This is an optimization exercise on Yosys and OpenROAD, whose aim is small area, a short achievable clock period and few clock cycles, not a production implementation. Only simulation tests tie the RTL to the original design; equivalence was not proved. Power and IR drop assume default switching activity.

==> design.v <==
module ALU(
	input [7:0] A,
	input [7:0] B,
	input CIN,
	input SUB,         
	input USE_C,       
	input SGN,         
	input S_SUM, S_MUL, S_SHL, S_SHR, S_AND, S_OR, S_XOR, S_NOT,
	input [8:0] P_LO,
	input [4:0] P_HI,
	output [8:0] MUL_LO,
	output [4:0] MUL_HI,
	output [8:0] RES,
	input [3:0] CMP_OP,
	output reg CMP
);
wire [8:0] bx = SUB ? {1'b1, ~B} : {1'b0, B};
wire cin = SUB ? ~(USE_C & CIN) : (USE_C & CIN);
wire [8:0] sum = {1'b0, A} + bx + {8'd0, cin};
wire [8:0] ma = {SGN & A[7], A};
wire [8:0] mb = {SGN & B[7], B};
assign MUL_LO = ma * mb[3:0];
assign MUL_HI = ma[4:0] * mb[8:4];
wire [8:0] prod = P_LO + {P_HI, 4'd0};
wire [8:0] shl = {1'b0, A} << B;
wire [8:0] shr = {1'b0, A} >> B;
assign RES = ({9{S_SUM}} & sum)
           | ({9{S_MUL}} & prod)
           | ({9{S_SHL}} & shl)
           | ({9{S_SHR}} & shr)
           | ({9{S_AND}} & {1'b0, A & B})
           | ({9{S_OR}}  & {1'b0, A | B})
           | ({9{S_XOR}} & {1'b0, A ^ B})
           | ({9{S_NOT}} & {1'b1, ~A});
always @* begin
	case (CMP_OP)
		4'd0: CMP = A == B;
		4'd1: CMP = A != B;
		4'd2: CMP = A < B;
		4'd3: CMP = A > B;
		4'd4: CMP = A <= B;
		4'd5: CMP = A >= B;
		default: CMP = 1'b0;
	endcase
end
endmodule
module MEM(
	input CLK,
	input WE,
	input [7:0] ADDR,
	input [7:0] D,
	output reg [7:0] Q
);
reg [7:0] M [0:255];
wire [15:0] hi = 16'd1 << ADDR[7:4];
wire [15:0] lo = 16'd1 << ADDR[3:0];
reg [7:0] part;
integer i, j;
always @* begin
	Q = 8'd0;
	for (j = 0; j < 16; j = j + 1) begin
		part = 8'd0;
		for (i = 0; i < 16; i = i + 1)
			part = part | (M[16*j+i] & {8{lo[i]}});
		Q = Q | (part & {8{hi[j]}});
	end
end
always @(posedge CLK) begin
	if (WE)
		M[ADDR] <= D;
end
endmodule
module INPUT_INT(
	input CLK,
	input RST,
	input EN,
	input [7:0] INPUT,
	input [1:0] CFG,
	output reg INT_FLAG
);
reg [7:0] PREV_INPUT;
always @(posedge CLK) begin
	if (RST) begin
		INT_FLAG <= 1'b0;
		PREV_INPUT <= 8'd0;
	end
	else if (EN) begin
		if (CFG == 2'b01)
			INT_FLAG <= |(~PREV_INPUT & INPUT);
		else if (CFG == 2'b11)
			INT_FLAG <= |(PREV_INPUT & ~INPUT);
		else
			INT_FLAG <= 1'b0;
		PREV_INPUT <= INPUT;
	end
end
endmodule
module TIMER_INT(
	input CLK,
	input RST,
	input EN,
	input [6:0] CFG0,
	input [6:0] CFG1,
	input [6:0] CFG2,
	input [6:0] CFG3,
	output reg [3:0] INT_FLAG
);
reg [9:0] CNT;
reg [5:0] TICK [0:3];
wire WRAP = CNT == 10'd999;
wire [6:0] CFG [0:3];
assign CFG[0] = CFG0;
assign CFG[1] = CFG1;
assign CFG[2] = CFG2;
assign CFG[3] = CFG3;
integer i;
always @(posedge CLK) begin
	if (RST) begin
		CNT <= 10'd0;
		INT_FLAG <= 4'd0;
		for (i = 0; i < 4; i = i + 1)
			TICK[i] <= 6'd0;
	end
	else if (EN) begin
		CNT <= WRAP ? 10'd0 : CNT + 10'd1;
		for (i = 0; i < 4; i = i + 1) begin
			if (WRAP & CFG[i][0] & (CFG[i][6:1] == TICK[i])) begin
				INT_FLAG[i] <= 1'b1;
				TICK[i] <= 6'd0;
			end
			else begin
				INT_FLAG[i] <= 1'b0;
				if (WRAP)
					TICK[i] <= TICK[i] + 6'd1;
			end
		end
	end
end
endmodule
module AYUMU(
	input CLK,
	input RST,
	input [31:0] INPUT,
	output [31:0] OUTPUT,
	output [15:0] IADDR,
	input [15:0] IDATA
);
reg        RUN;       
reg        MULDONE;   
reg [15:0] PC;        
reg [15:0] PC1;       
reg        C_FLAG;
reg        F_FLAG;
reg        INSERV;    
reg [15:0] SAVED_PC;
reg [8:0]  P_LO;
reg [4:0]  P_HI;
reg [7:0]  R   [0:15];
reg [7:0]  IO  [0:3];
reg [15:0] VEC [0:7];
reg [1:0]  ICFG [0:3];    
reg [6:0]  TCFG [0:3];    
assign OUTPUT = {IO[3], IO[2], IO[1], IO[0]};
wire [15:0] w = IDATA;
wire f_alui = w[15];
wire f_01   = ~w[15] & w[14];
wire f_alur = f_01 & (w[9:8] == 2'b00);
wire f_cmp  = f_01 & (w[9:8] == 2'b01);
wire f_io   = f_01 & (w[9:8] == 2'b10);
wire f_mem  = f_01 & (w[9:8] == 2'b11);
wire f_x1   = ~w[15] & ~w[14] & w[12];
wire f_jmp  = f_x1 & (w[7:4] == 4'd0);
wire f_not  = f_x1 & (w[7:4] == 4'd1);
wire f_reti = f_x1 & (w[7:4] == 4'd2);
wire [3:0] f_a  = f_alui ? w[11:8] : (f_io | f_not) ? w[3:0] : w[7:4];
wire [3:0] f_op = f_alui ? {1'b0, w[14:12]} : w[13:10];
wire f_alu2 = f_alui | f_alur;    
wire [15:0] f_opd = {16{f_alu2}} & (16'd1 << f_op);
reg [15:0] A_OH;        
reg [15:0] B_OH;        
reg [7:0]  IMM;         
reg        S_SUM, S_MUL, S_SHL, S_SHR, S_AND, S_OR, S_XOR, S_NOT;
reg        D_SUB, D_USEC, D_SGN;
reg [3:0]  CMPOP;       
reg        D_ALU, D_CMP, D_MEM, D_LD, D_IN, D_OUT, D_SETV, D_SETC;
reg        D_JMP, D_JCOND, D_RETI, D_VSEL;
reg [2:0]  D_K;         
always @(posedge CLK) begin
	A_OH   <= 16'd1 << f_a;
	B_OH   <= f_alui ? 16'd0 : 16'd1 << w[3:0];
	IMM    <= f_alui ? w[7:0] : 8'd0;
	S_SUM  <= f_opd[0] | f_opd[1] | f_opd[9] | f_opd[10];
	S_MUL  <= f_opd[2] | f_opd[8];
	S_SHL  <= f_opd[3];
	S_SHR  <= f_opd[4];
	S_AND  <= f_opd[5];
	S_OR   <= f_opd[6];
	S_XOR  <= f_opd[7];
	S_NOT  <= f_opd[11] | f_not;
	D_SUB  <= (f_op == 4'd1) | (f_op == 4'd10);
	D_USEC <= (f_op == 4'd9) | (f_op == 4'd10);
	D_SGN  <= f_op == 4'd2;
	CMPOP  <= w[13:10];
	D_ALU  <= f_alu2 | f_not;
	D_CMP  <= f_cmp;
	D_MEM  <= f_mem;
	D_LD   <= f_mem & w[10];
	D_IN   <= f_io & (w[13:12] == 2'b00) & w[11];
	D_OUT  <= f_io & (w[13:12] == 2'b00) & ~w[11] & ~w[6];
	D_SETV <= f_io & (w[13:12] == 2'b01);
	D_SETC <= f_io & (w[13:12] == 2'b10);
	D_JMP  <= f_jmp & (w[9:8] == 2'b00);
	D_JCOND <= f_jmp & (w[9:8] == 2'b01);
	D_RETI <= f_reti | (f_jmp & (w[9:8] == 2'b10));
	D_VSEL <= w[3:0] != 4'd0;
	D_K    <= w[6:4];
end
reg [7:0] RA, RB;
integer i;
always @* begin
	RA = 8'd0;
	RB = 8'd0;
	for (i = 0; i < 16; i = i + 1) begin
		RA = RA | (R[i] & {8{A_OH[i]}});
		RB = RB | (R[i] & {8{B_OH[i]}});
	end
end
wire [7:0] B = RB | IMM;
wire [15:0] PAIR = D_VSEL ? {R[14], R[15]} : {R[12], R[13]};
wire [7:0] REQ;
wire int_take = RUN & (REQ != 8'd0) & ~INSERV;
wire stall    = RUN & ~int_take & S_MUL & ~MULDONE;   
wire adv      = RUN & ~stall;                         
wire exe      = adv & ~int_take;
reg [15:0] vec;
always @* begin
	if (REQ[0])      vec = VEC[0];
	else if (REQ[1]) vec = VEC[1];
	else if (REQ[2]) vec = VEC[2];
	else if (REQ[3]) vec = VEC[3];
	else if (REQ[4]) vec = VEC[4];
	else if (REQ[5]) vec = VEC[5];
	else if (REQ[6]) vec = VEC[6];
	else             vec = VEC[7];
end
wire jump_taken = D_JMP | (D_JCOND & F_FLAG);
wire [15:0] NPC = ~adv ? PC :
                  int_take ? vec :
                  jump_taken ? PAIR :
                  D_RETI ? SAVED_PC : PC1;
assign IADDR = NPC;
wire [8:0] alu_res;
wire       cmp_res;
wire [8:0] mul_lo;
wire [4:0] mul_hi;
ALU ALU(.A(RA), .B(B), .CIN(C_FLAG), .SUB(D_SUB), .USE_C(D_USEC), .SGN(D_SGN),
	.S_SUM(S_SUM), .S_MUL(S_MUL), .S_SHL(S_SHL), .S_SHR(S_SHR), .S_AND(S_AND), .S_OR(S_OR),
	.S_XOR(S_XOR), .S_NOT(S_NOT), .P_LO(P_LO), .P_HI(P_HI), .MUL_LO(mul_lo), .MUL_HI(mul_hi),
	.RES(alu_res), .CMP_OP(CMPOP), .CMP(cmp_res));
wire [7:0] mem_q;
wire mem_we = exe & D_MEM & ~D_LD;
MEM MEM(.CLK(CLK), .WE(mem_we), .ADDR(B), .D(RA), .Q(mem_q));
wire [7:0] in_val = D_K[2] ? INPUT[D_K[1:0]*8 +: 8] : IO[D_K[1:0]];
wire reg_we = exe & (D_ALU | D_LD | D_IN);
wire [7:0] wd = alu_res[7:0] | ({8{D_LD}} & mem_q) | ({8{D_IN}} & in_val);
always @(posedge CLK) begin
	if (stall) begin
		P_LO <= mul_lo;
		P_HI <= mul_hi;
	end
end
always @(posedge CLK) begin
	if (RST) begin
		RUN <= 1'b0;
		MULDONE <= 1'b0;
		PC <= 16'd0;
		PC1 <= 16'd1;
		C_FLAG <= 1'b0;
		F_FLAG <= 1'b0;
		INSERV <= 1'b0;
		SAVED_PC <= 16'd0;
		for (i = 0; i < 16; i = i + 1)
			R[i] <= 8'd0;
		for (i = 0; i < 4; i = i + 1) begin
			IO[i] <= 8'd0;
			ICFG[i] <= 2'd0;
			TCFG[i] <= 7'd0;
		end
		for (i = 0; i < 8; i = i + 1)
			VEC[i] <= 16'd0;
	end
	else if (stall)
		MULDONE <= 1'b1;
	else if (RUN) begin
		MULDONE <= 1'b0;
		PC <= NPC;
		PC1 <= NPC + 16'd1;
		C_FLAG <= exe & alu_res[8];
		F_FLAG <= exe & D_CMP & cmp_res;
		if (int_take) begin
			INSERV <= 1'b1;
			SAVED_PC <= PC;
		end
		else if (D_RETI)
			INSERV <= 1'b0;
		for (i = 0; i < 16; i = i + 1)
			if (reg_we & A_OH[i])
				R[i] <= wd;
		if (exe & D_OUT)
			IO[D_K[1:0]] <= RA;
		if (exe & D_SETV)
			VEC[D_K] <= PAIR;
		if (exe & D_SETC) begin
			if (D_K[2]) TCFG[D_K[1:0]] <= {RA[7:2], RA[0]};
			else ICFG[D_K[1:0]] <= RA[1:0];
		end
	end
	else
		RUN <= 1'b1;
end
genvar g;
generate
	for (g = 0; g < 4; g = g + 1) begin : gen_in
		INPUT_INT INPUT_INT(.CLK(CLK), .RST(RST), .EN(adv), .INPUT(INPUT[g*8 +: 8]), .CFG(ICFG[g]), .INT_FLAG(REQ[g]));
	end
endgenerate
TIMER_INT TIMER_INT(.CLK(CLK), .RST(RST), .EN(adv),
	.CFG0(TCFG[0]), .CFG1(TCFG[1]), .CFG2(TCFG[2]), .CFG3(TCFG[3]), .INT_FLAG(REQ[7:4]));
endmodule
==> run.sh <==
#!/bin/bash
# synth_recipe.tcl (not shown) runs the flow's synth.tcl, then flattens the netlist and writes it again
# the make line also repeats each setting of config.mk as NAME=value (left out here)
make -C /OpenROAD-flow-scripts/flow DESIGN_CONFIG=/design/flow/config.mk WORK_HOME=/design/flow/orfs CLKGATE_MAP_FILE= SYNTH_SCRIPT=/design/flow/synth_recipe.tcl finish
==> config.mk <==
export PLATFORM = sky130hd
export DESIGN_NAME = AYUMU
export DESIGN_NICKNAME = AYUMU
export VERILOG_FILES = /design/flow/design.v
export SDC_FILE = /design/flow/constraint.sdc
export NUM_CORES = 4
export LEC_CHECK = 0
export CAP_MARGIN = 20
export CORE_MARGIN = 2
export CORE_UTILIZATION = 40
export CTS_BUF_LIST = sky130_fd_sc_hd__clkbuf_4 sky130_fd_sc_hd__clkbuf_8
export SETUP_SLACK_MARGIN = 5
export SLEW_MARGIN = 20
==> constraint.sdc <==
create_clock -name core_clock -period 10.0 [get_ports {CLK}]
set_input_delay 2.0000 -clock core_clock [delete_from_list [all_inputs] [get_ports {CLK}]]
set_output_delay 2.0000 -clock core_clock [all_outputs]
set_load 0.01 [all_outputs]
==> flow_metrics.py <==
metrics = {
    "timing": {
        "fmax_mhz": 185,
        "tns_ns": 0,
        "skew_ns": 0.128,
        "relSlewSlack": 0.0954,
        "finalSetupViolations": 0,
        "min_period_ns": 5.41,
        "rsz0062_at_grt": "true",
        "drv_slew": 0,
        "hold_viol": 0,
        "tightest_slew_ns": 1.36,
        "finalCritPeriodShare": 0.541,
        "whs_ns": 0.453,
    },
    "critical_path": {
        "cp_slowest_stage_delay_ns": 0.99,
        "r2r_cells": 10,
        "crit_chain": "buf_12, nor4_4, a21oi_4, buf_4, nand2b_1, nor2_1, and3_4, nand3_1, buf_4, nor2_1",
        "critical_path_class": "flop to flop",
        "critical_path.max_fanout": 16,
        "r2r_slack_ns": 4.59,
        "endpoint_kind": "flop",
        "arrival_ns": 6.10,
        "critical_path_required_ns": 10.69,
        "reg2reg_from": "gen_in[2].INPUT_INT.INT_FLAG",
        "r2r-end": "MEM.M[51][4]",
        "slowest_stage": "nor2_1",
        "cp-start-kind": "flop",
    },
    "grt": {
        "grt_max_degree": 176,
        "grt_pass1_vias": 76100,
        "grt_pass1_wl_mm": 653,
        "antenna_found_initial": 44,
        "grt-ovfl-total": 0,
        "grtUsageTotal": 0.352,
    },
    "pwr": {
        "finalPower_mw": 22.9,
        "seq_power_share": 0.513,
        "power_frac_clock": 0.401,
        "vdd_ir_drop_max_v": 0.000132,
        "p_int_mw": 17.0,
        "pwr-share-comb": 0.086,
        "p_switching_mw": 5.91,
        "sw_frac_of_total": 0.258,
        "powerDensity_nw_per_um2": 180,
        "leakage_nw": 42.7,
    },
    "routing": {
        "vias_per_cell": 6.67,
        "firstDrtPassIters": 8,
        "vias": 82900,
        "drc_errors": 0,
        "drt_iter0_drc": 15200,
        "avgRoutedWirePerCell_um": 39.8,
        "antenna_left": 0,
        "routed_wl_mm": 495,
    },
    "synthesis": {
        "yosys.cell_types.count": 100,
        "netlist_area_sq_um": 106000,
        "synth_edf_count": 2258,
        "synth.avg_cell_area_sq_um": 13.3,
        "ys_ff_latch": 2583,
        "synth-warning-count": 8,
        "ys_async_sr_fraction": 0,
        "synth-main-ff-cell": "edfxtp_1",
        "syn_inst": 7953,
        "yosysSeqAreaShare": 0.700,
        "synthesis.nets": 8075,
    },
    "die": {
        "fp.coreArea_sq_um": 264000,
        "num_rows": 189,
        "start_util": 0.401,
        "dieArea_sq_um": 269000,
        "die_h_um": 519,
        "die_w_um": 519,
        "ios": 98,
    },
    "clocking": {
        "htreeDepth": 5,
        "cts_sinks": 2583,
        "clkTransAtPathRegs_ns": 0.06,
        "cts_root_buffer": "clkbuf_8",
        "cts_buffers": 419,
        "cts_tree": "built",
        "max-clock-path-buffers": 4,
        "clk_latency_ns": 1.12,
    },
    "cells_and_area": {
        "finish.utilization": 0.481,
        "multi_input_area_sq_um": 32000,
        "layout_commonest_cell": "edfxtp_1",
        "drive_above_1_share": 0.212,
        "final_cell_mix": "edfxtp_1, nand2_1, nor2_1",
        "nets": 8667,
        "fillers": 23100,
        "ff_latch_area_sq_um": 74400,
        "area_delta_synth_final_pct": 19.8,
    },
    "status": {
        "outcome": "timing/DRC/antenna clean",
    },
    "hold_path": {
        "hold_path.class": "flop to flop",
        "whs_path_depth": 2,
        "min-delay-start": "gen_in[0].INPUT_INT.PREV_INPUT[7]",
        "min_to": "gen_in[0].INPUT_INT.PREV_INPUT[7]",
    },
    "place": {
        "dpl.hpwl_mm": 291,
        "portBuffers": 97,
        "gp_congestion": 1.02,
    },
    "run": {
        "cap_violations": 0,
    },
}
[layer usage]
metal	wire length, um	vias up	track usage
li1	-	31900	-
met1	167000	41000	0.427
met2	205000	7987	0.498
met3	78600	2006	0.148
met4	44200	40	0.257
met5	563	-	0.00196
[final cells by class]
cell class,count,share of cell area
sequential,2583,0.585
tap,3533,0.0348
inverter,94,0.00384
clock buffer,564,0.0545
multi-input combinational,4739,0.251
antenna,37,0.000728
timing repair buffer,696,0.0600
timing repair inverter,12,0.000738
clock inverter,176,0.00872
[power by group through the flow]
stage | combinational (mW) | sequential, mW | clock (mW)
after floorplan | 0.727 | 11.9 | 0
after global placement | 1.50 | 12.0 | 0
after detailed placement | 1.51 | 12.0 | 0
after CTS | 1.69 | 11.7 | 9.13
after global routing | 1.92 | 11.7 | 9.59
final | 1.97 | 11.7 | 9.18
[critical path: cells and delay by family, from the launching register on]
| family | cells | cell delay (ns) |
|---|---|---|
| simple gates | 6 | 3.60 |
| buf+inv | 3 | 0.86 |
| flops | 1 | 0.35 |
| compound gates | 1 | 0.15 |
[worst max-delay path by stage]
| stage | start | endpoint | slack, ns | cells past startpoint |
|---|---|---|---|---|
| final | gen_in[2].INPUT_INT.INT_FLAG | MEM.M[51][4] | 4.59 | 10 |
| after global routing | gen_in[2].INPUT_INT.INT_FLAG | IADDR[9] | 4.61 | 10 |
| after CTS | gen_in[1].INPUT_INT.INT_FLAG | IADDR[5] | 4.71 | 10 |
| after detailed placement | B_OH[0] | R[0][7] | 2.81 | 14 |
| after global placement | B_OH[0] | R[0][7] | 2.57 | 14 |
| after floorplan | A_OH[0] | P_LO[8] | 4.09 | 19 |
[what timing repair did]
item | CTS | global route
pin swaps | 77 | 90
hold buffers | 0 | 0
endpoints found under the hold margin | 0 | 0
setup buffers | 137 | 113
cloned | 31 | 15
resized for setup | 489 | 305
setup endpoints to repair | 2135 | 411
[flip-flops by register name, indices dropped and copies added (netlist names), 5 cells and up]
name / count
SAVED_PC: 16
IMM: 8
TIMER_INT.TICK: 24
gen_in.INPUT_INT.PREV_INPUT: 32
A_OH: 16
ICFG: 8
MEM.M: 2048
IO: 32
PC1: 16
TCFG: 28
P_HI: 5
B_OH: 16
VEC: 128
R: 128
PC: 16
P_LO: 9
TIMER_INT.CNT: 10
[cell usage after synthesis (all sizes together), types with 12 or more instances]
cell type / instances / area [sq um]
nand2: 840 / 3160
nand3: 157 / 791
o2111ai: 22 / 199
a21o: 19 / 143
nand2b: 18 / 113
o31ai: 20 / 150
or4: 15 / 124
a2111o: 12 / 135
ha: 56 / 701
a31oi: 75 / 469
xor2: 29 / 254
fa: 16 / 320
mux2: 60 / 676
o21ai: 319 / 1600
nand4: 41 / 257
o211ai: 36 / 319
edfxtp: 2258 / 67800
a2111oi: 37 / 337
o22ai: 158 / 1020
or3: 18 / 118
a21oi: 490 / 2540
a22oi: 386 / 2910
a32oi: 21 / 184
a211oi: 109 / 828
buf: 229 / 1180
o221ai: 22 / 193
mux2i: 287 / 2870
nor4: 21 / 138
and3: 51 / 319
dfxtp: 325 / 6510
a22o: 85 / 744
a221oi: 106 / 958
nor2: 818 / 3090
a222oi: 23 / 230
mux4: 16 / 360
nor3: 56 / 285
clkbuf: 316 / 1190
o2bb2ai: 42 / 368
a221o: 26 / 260
and2: 32 / 200
o22a: 13 / 114
inv: 90 / 340
xnor2: 65 / 569
[kinds of logic (layout without fill, tap and decap cells)]
logic type               count (synthesis)  count (layout)  share of synthesized area
buffers and inverters                  639            1542                     0.0256
AND/OR/NAND/NOR                       2096            2104                     0.0830
adder cells (fa/ha/maj)                 72              72                    0.00962
multiplexers                           363             363                     0.0368
AO/OA/AOI/OAI                         2106            2106                      0.137
flip-flops                            2583            2583                      0.700
other                                    0              37                          0
XOR/XNOR                                94              94                    0.00776
[per-stage QoR]
step                      instances  instance area (sq um)  setup slack, ns
after floorplan                7953                 107000             4.09
after global placement        11300                 112000             2.57
after detailed placement      11400                 113000             2.81
after CTS                     12300                 124000             4.71
after global routing          12400                 127000             4.61
final                         12400                 127000             4.59
Testbench counts, summed over its fixed seeds: cycles 149,932.

-- static timing again, ports no longer ideal --
The flow's constraints put no driver on any port. The routed layout listed below was extracted and timed again, unchanged, in two steps.
Step 1 sets driving cells, clkbuf_16 on the clock port and buf_2 on the other inputs (assumed; they add their load-dependent delay and slew).
Step 2, shift: input delay + t, output delay - t, t = (earliest + latest rising clock arrival at the registers) / 2. This alone moves slack from input paths to output paths.
Slacks: no drivers / after step 1 / after step 2; pairs: no drivers / after step 1.
t, ns: 1.149
setup WS [ns]: 4.587 / 4.587 / 4.587
worst setup path after step 2: register to register
worst register clock-pin slew, ns: 0.08 / 0.08
cell pins on the clock port's net: 1
After both steps this run still meets setup and hold. The setup slack of this run moves by 0.000 ns with the drivers and by 0.000 ns with both steps.
